Context: an optimization exercise on an open-source flow, tuned for small area. The choices shown serve that exercise and are no tape-out recipe.
Only simulation tests tie the RTL to the original design; equivalence was not proved.
The clock port is modelled as an ideal driver, which makes a skipped or thinned clock tree look cheaper than it is; a real chip needs a root buffer or a tree.
Power figures rest on the tool's default switching activity, not on a simulated workload.

Design RainbowRGB, start of the top module:
module RainbowRGB
(input CLK
,input RST
,input BTN
,output[7:0]LED
,output[2:0]RGB
);
For scale: about 230 cells after synthesis, roughly 14 I/O pins, about 1600 µm² of cells after synthesis.
Settings: LEC_CHECK=0, CAP_MARGIN=20, CORE_MARGIN=2, CORE_UTILIZATION=40, SLEW_MARGIN=20; clock period 10.0 ns.
standard.sh (not shown) runs the stock make flow with config.mk's settings and CLKGATE_MAP_FILE= SYNTH_SCRIPT=/design/flow/synth_recipe.tcl, a recipe that flattens the netlist after the stock synthesis.
==> flow/flow/run.sh <==
#!/bin/bash
D=$(pwd)
export CTS_SINGLE_BUF=sky130_fd_sc_hd__clkbuf_8
export CTS_NBUF=2
export POST_CTS_TCL=$D/flow/cts_post.tcl
bash standard.sh "SYNTH_SCRIPT=$D/flow/synth.tcl" "POST_CTS_TCL=$D/flow/cts_post.tcl" 'ADDER_MAP_FILE=' 'BUFFER_PORTS_ARGS=-buffer_cell sky130_fd_sc_hd__buf_1' 'CTS_ARGS=-sink_clustering_enable -repair_clock_nets -buf_list {sky130_fd_sc_hd__clkbuf_4} -root_buf sky130_fd_sc_hd__clkbuf_4 -dont_use_dummy_load' finish > standard.log 2>&1
==> flow/flow/cts_post.tcl <==
# POST_CTS hook: replace the clock tree that CTS built with CTS_NBUF clock
# buffers of type CTS_SINGLE_BUF, all driven by the CLK port, each driving
# one cluster of the register clock pins (k-means on their positions).
set db [ord::get_db]
set block [ord::get_db_block]
set master [$db findMaster $::env(CTS_SINGLE_BUF)]
set nbuf $::env(CTS_NBUF)
set port_net [[$block findBTerm CLK] getNet]
set tree_insts {}
set tree_nets {}
set sinks {}
set todo [list $port_net]
while { [llength $todo] } {
  set net [lindex $todo 0]
  set todo [lrange $todo 1 end]
  foreach it [$net getITerms] {
    if { [$it getIoType] ne "INPUT" } { continue }
    set inst [$it getInst]
    set mname [[$inst getMaster] getName]
    if { [string match "*__clkbuf_*" $mname] || [string match "*__buf_*" $mname] } {
      lappend tree_insts $inst
      foreach o [$inst getITerms] {
        if { [$o getIoType] eq "OUTPUT" && [$o getNet] ne "NULL" } {
          lappend tree_nets [$o getNet]
          lappend todo [$o getNet]
        }
      }
    } else {
      set b [$inst getBBox]
      lappend sinks [list [expr {([$b xMin] + [$b xMax]) / 2}] [expr {([$b yMin] + [$b yMax]) / 2}] $it]
    }
  }
}
puts "cts_post: [llength $tree_insts] tree cells, [llength $sinks] sinks, $nbuf new buffers"
foreach s $sinks { [lindex $s 2] disconnect }
foreach inst $tree_insts { odb::dbInst_destroy $inst }
foreach net $tree_nets { odb::dbNet_destroy $net }
# k-means on sink positions, started from strips along the longer side
set xs [lmap s $sinks {lindex $s 0}]
set ys [lmap s $sinks {lindex $s 1}]
set w [expr {[tcl::mathfunc::max {*}$xs] - [tcl::mathfunc::min {*}$xs]}]
set h [expr {[tcl::mathfunc::max {*}$ys] - [tcl::mathfunc::min {*}$ys]}]
set key [expr {$w >= $h ? 0 : 1}]
set sinks [lsort -integer -index $key $sinks]
set n [llength $sinks]
set assign {}
for {set i 0} {$i < $n} {incr i} { lappend assign [expr {$i * $nbuf / $n}] }
for {set iter 0} {$iter < 20} {incr iter} {
  set cx {}; set cy {}
  for {set k 0} {$k < $nbuf} {incr k} {
    set sx 0.0; set sy 0.0; set c 0
    foreach s $sinks g $assign { if {$g == $k} { set sx [expr {$sx + [lindex $s 0]}]; set sy [expr {$sy + [lindex $s 1]}]; incr c } }
    if {$c == 0} { set c 1 }
    lappend cx [expr {$sx / $c}]; lappend cy [expr {$sy / $c}]
  }
  set new {}
  foreach s $sinks {
    set best 0; set bd 1e30
    for {set k 0} {$k < $nbuf} {incr k} {
      set d [expr {abs([lindex $s 0] - [lindex $cx $k]) + abs([lindex $s 1] - [lindex $cy $k])}]
      if {$d < $bd} { set bd $d; set best $k }
    }
    lappend new $best
  }
  set assign $new
}
set groups {}
for {set k 0} {$k < $nbuf} {incr k} {
  set g {}
  foreach s $sinks a $assign { if {$a == $k} { lappend g $s } }
  lappend groups $g
  puts "cts_post: group $k has [llength $g] sinks"
}
for {set k 0} {$k < $nbuf} {incr k} {
  set grp [lindex $groups $k]
  set buf [odb::dbInst_create $block $master clkbuf_root_$k]
  set cnet [odb::dbNet_create $block clknet_root_$k]
  $cnet setSigType CLOCK
  [$buf findITerm A] connect $port_net
  [$buf findITerm X] connect $cnet
  set sx 0; set sy 0
  foreach s $grp {
    [lindex $s 2] connect $cnet
    set sx [expr {$sx + [lindex $s 0]}]
    set sy [expr {$sy + [lindex $s 1]}]
  }
  $buf setLocation [expr {$sx / [llength $grp]}] [expr {$sy / [llength $grp]}]
  $buf setPlacementStatus PLACED
}
detailed_placement
check_placement -verbose
estimate_parasitics -placement
report_clock_skew
report_check_types -max_slew -max_capacitance
==> flow/flow/synth.tcl <==
proc synth {args} { yosys synth -nofsm -noshare {*}$args }
# The standard synthesis (synth_recipe.tcl), with abc given a different script.
proc abc {args} {
  set out {}
  set skip 0
  foreach a $args {
    if {$skip} { set skip 0; lappend out {+strash;dc2;dch -f;map -a;strash;dc2;dch -f;map -a;strash;dc2;dch -f;map -a;topo}; continue }
    if {$a eq "-script"} { set skip 1 }
    lappend out $a
  }
  yosys abc {*}$out
}
source $::env(SCRIPTS_DIR)/synth.tcl
# left out here: clear keep_hierarchy, flatten, clean up, hide names made inside functions, write 1_2_yosys.v
Edit:
--- a/flow/flow/cts_post.tcl
+++ b/flow/flow/cts_post.tcl
@@ -1,5 +1,5 @@
 # POST_CTS hook: replace the clock tree that CTS built with CTS_NBUF clock
 # buffers of type CTS_SINGLE_BUF, all driven by the CLK port, each driving
-# one cluster of the register clock pins (k-means on their positions).
+# an equal share of the register clock pins (split by position).
 set db [ord::get_db]
 set block [ord::get_db_block]
@@ -36,5 +36,5 @@
 foreach inst $tree_insts { odb::dbInst_destroy $inst }
 foreach net $tree_nets { odb::dbNet_destroy $net }
-# k-means on sink positions, started from strips along the longer side
+# split along the longer side of the sink region
 set xs [lmap s $sinks {lindex $s 0}]
 set ys [lmap s $sinks {lindex $s 1}]
@@ -44,34 +44,8 @@
 set sinks [lsort -integer -index $key $sinks]
 set n [llength $sinks]
-set assign {}
-for {set i 0} {$i < $n} {incr i} { lappend assign [expr {$i * $nbuf / $n}] }
-for {set iter 0} {$iter < 20} {incr iter} {
-  set cx {}; set cy {}
-  for {set k 0} {$k < $nbuf} {incr k} {
-    set sx 0.0; set sy 0.0; set c 0
-    foreach s $sinks g $assign { if {$g == $k} { set sx [expr {$sx + [lindex $s 0]}]; set sy [expr {$sy + [lindex $s 1]}]; incr c } }
-    if {$c == 0} { set c 1 }
-    lappend cx [expr {$sx / $c}]; lappend cy [expr {$sy / $c}]
-  }
-  set new {}
-  foreach s $sinks {
-    set best 0; set bd 1e30
-    for {set k 0} {$k < $nbuf} {incr k} {
-      set d [expr {abs([lindex $s 0] - [lindex $cx $k]) + abs([lindex $s 1] - [lindex $cy $k])}]
-      if {$d < $bd} { set bd $d; set best $k }
-    }
-    lappend new $best
-  }
-  set assign $new
-}
-set groups {}
 for {set k 0} {$k < $nbuf} {incr k} {
-  set g {}
-  foreach s $sinks a $assign { if {$a == $k} { lappend g $s } }
-  lappend groups $g
-  puts "cts_post: group $k has [llength $g] sinks"
-}
-for {set k 0} {$k < $nbuf} {incr k} {
-  set grp [lindex $groups $k]
+  set lo [expr {$k * $n / $nbuf}]
+  set hi [expr {($k + 1) * $n / $nbuf - 1}]
+  set grp [lrange $sinks $lo $hi]
   set buf [odb::dbInst_create $block $master clkbuf_root_$k]
   set cnet [odb::dbNet_create $block clknet_root_$k]
--- a/flow/flow/synth.tcl
+++ b/flow/flow/synth.tcl
@@ -5,5 +5,5 @@
   set skip 0
   foreach a $args {
-    if {$skip} { set skip 0; lappend out {+strash;dc2;dch -f;map -a;strash;dc2;dch -f;map -a;strash;dc2;dch -f;map -a;topo}; continue }
+    if {$skip} { set skip 0; lappend out {+strash;dc2;dch -f;map -a;strash;dc2;dch -f;map -a;strash;&get -n;&if -K 4 -a;&put;mfs;strash;dc2;dch -f;map -a;topo}; continue }
     if {$a eq "-script"} { set skip 1 }
     lappend out $a
The new run completed with no timing, DRC or antenna violations.
Via count grows by 0.90%.
Final cell count is unchanged.
Routed wire length rises by 2.4%.
Edit:
--- a/flow/flow/cts_post.tcl
+++ b/flow/flow/cts_post.tcl
@@ -36,5 +36,5 @@
 foreach inst $tree_insts { odb::dbInst_destroy $inst }
 foreach net $tree_nets { odb::dbNet_destroy $net }
-# split along the longer side of the sink region
+# k-means on sink positions, started from strips along the longer side
 set xs [lmap s $sinks {lindex $s 0}]
 set ys [lmap s $sinks {lindex $s 1}]
@@ -44,8 +44,34 @@
 set sinks [lsort -integer -index $key $sinks]
 set n [llength $sinks]
+set assign {}
+for {set i 0} {$i < $n} {incr i} { lappend assign [expr {$i * $nbuf / $n}] }
+for {set iter 0} {$iter < 20} {incr iter} {
+  set cx {}; set cy {}
+  for {set k 0} {$k < $nbuf} {incr k} {
+    set sx 0.0; set sy 0.0; set c 0
+    foreach s $sinks g $assign { if {$g == $k} { set sx [expr {$sx + [lindex $s 0]}]; set sy [expr {$sy + [lindex $s 1]}]; incr c } }
+    if {$c == 0} { set c 1 }
+    lappend cx [expr {$sx / $c}]; lappend cy [expr {$sy / $c}]
+  }
+  set new {}
+  foreach s $sinks {
+    set best 0; set bd 1e30
+    for {set k 0} {$k < $nbuf} {incr k} {
+      set d [expr {abs([lindex $s 0] - [lindex $cx $k]) + abs([lindex $s 1] - [lindex $cy $k])}]
+      if {$d < $bd} { set bd $d; set best $k }
+    }
+    lappend new $best
+  }
+  set assign $new
+}
+set groups {}
 for {set k 0} {$k < $nbuf} {incr k} {
-  set lo [expr {$k * $n / $nbuf}]
-  set hi [expr {($k + 1) * $n / $nbuf - 1}]
-  set grp [lrange $sinks $lo $hi]
+  set g {}
+  foreach s $sinks a $assign { if {$a == $k} { lappend g $s } }
+  lappend groups $g
+  puts "cts_post: group $k has [llength $g] sinks"
+}
+for {set k 0} {$k < $nbuf} {incr k} {
+  set grp [lindex $groups $k]
   set buf [odb::dbInst_create $block $master clkbuf_root_$k]
   set cnet [odb::dbNet_create $block clknet_root_$k]
=>
- The new run completed with no timing, DRC or antenna violations
- clock skew is about the same
- design area does not change
- routed wire length barely changes
- final cell count does not change
- global-route usage shrinks by 0.10 points
- register-to-register slack got worse by 0.02 ns
- area after synthesis does not change
- combinational power barely changes
- worst setup slack improved by 0.026 ns
- worst hold slack improved by 0.0050 ns
- power grows by 0.40%
Edit:
--- a/flow/flow/synth.tcl
+++ b/flow/flow/synth.tcl
@@ -5,5 +5,5 @@
   set skip 0
   foreach a $args {
-    if {$skip} { set skip 0; lappend out {+strash;dc2;dch -f;map -a;strash;dc2;dch -f;map -a;strash;&get -n;&if -K 4 -a;&put;mfs;strash;dc2;dch -f;map -a;topo}; continue }
+    if {$skip} { set skip 0; lappend out {+strash;dc2;dch -f;map -a;strash;dc2;dch -f;map -a;strash;dc2;dch -f;map -a;topo}; continue }
     if {$a eq "-script"} { set skip 1 }
     lappend out $a
Outcome:
- The new run ran to the end with no violations
- cell count is unchanged
- power decreases slightly
- routed wire length came out lower by a few percent
- first-iteration DRC count rises by well over a third
- sequential share of layout area barely changes
- worst setup slack improved by 0.13 ns
- core utilization goes up by 0.29 points
In every run of this note, the design's own scripts or RTL, not TritonCTS, make the clock network.

[re-timing with driven ports]
How much do the figures lean on ideal ports? The routed layouts below were timed once more, with nothing changed but the port constraints.
Step 1 (the two cells are an assumption about what drives the block):
set clk [get_ports {CLK}]
set_driving_cell -lib_cell sky130_fd_sc_hd__clkbuf_16 $clk
set_driving_cell -lib_cell sky130_fd_sc_hd__buf_2 [delete_from_list [all_inputs] $clk]
Step 2 adds t to the input delays and takes it off the output delays; t is the mean of the earliest and latest rising clock arrival at the registers after step 1. Input paths then give back, and output paths get back, about the clock's delay inside the block.
Three values: ideal ports, drivers, drivers and shift; two values: the first two.
run	t (ns)	setup slack, ns	clock arrival spread, ns	slew at the worst register clock pin (ns)	cell pins on the clock port's net
the first run	0.200	5.664 / 5.628 / 5.827	0.014 / 0.013	0.12 / 0.12	2
the second run	0.202	5.508 / 5.473 / 5.675	0.017 / 0.016	0.12 / 0.12	2
the third run	0.204	5.534 / 5.498 / 5.701	0.019 / 0.019	0.13 / 0.13	2
the fourth run	0.200	5.664 / 5.628 / 5.827	0.014 / 0.013	0.12 / 0.12	2
After both steps every run listed still meets setup and hold.
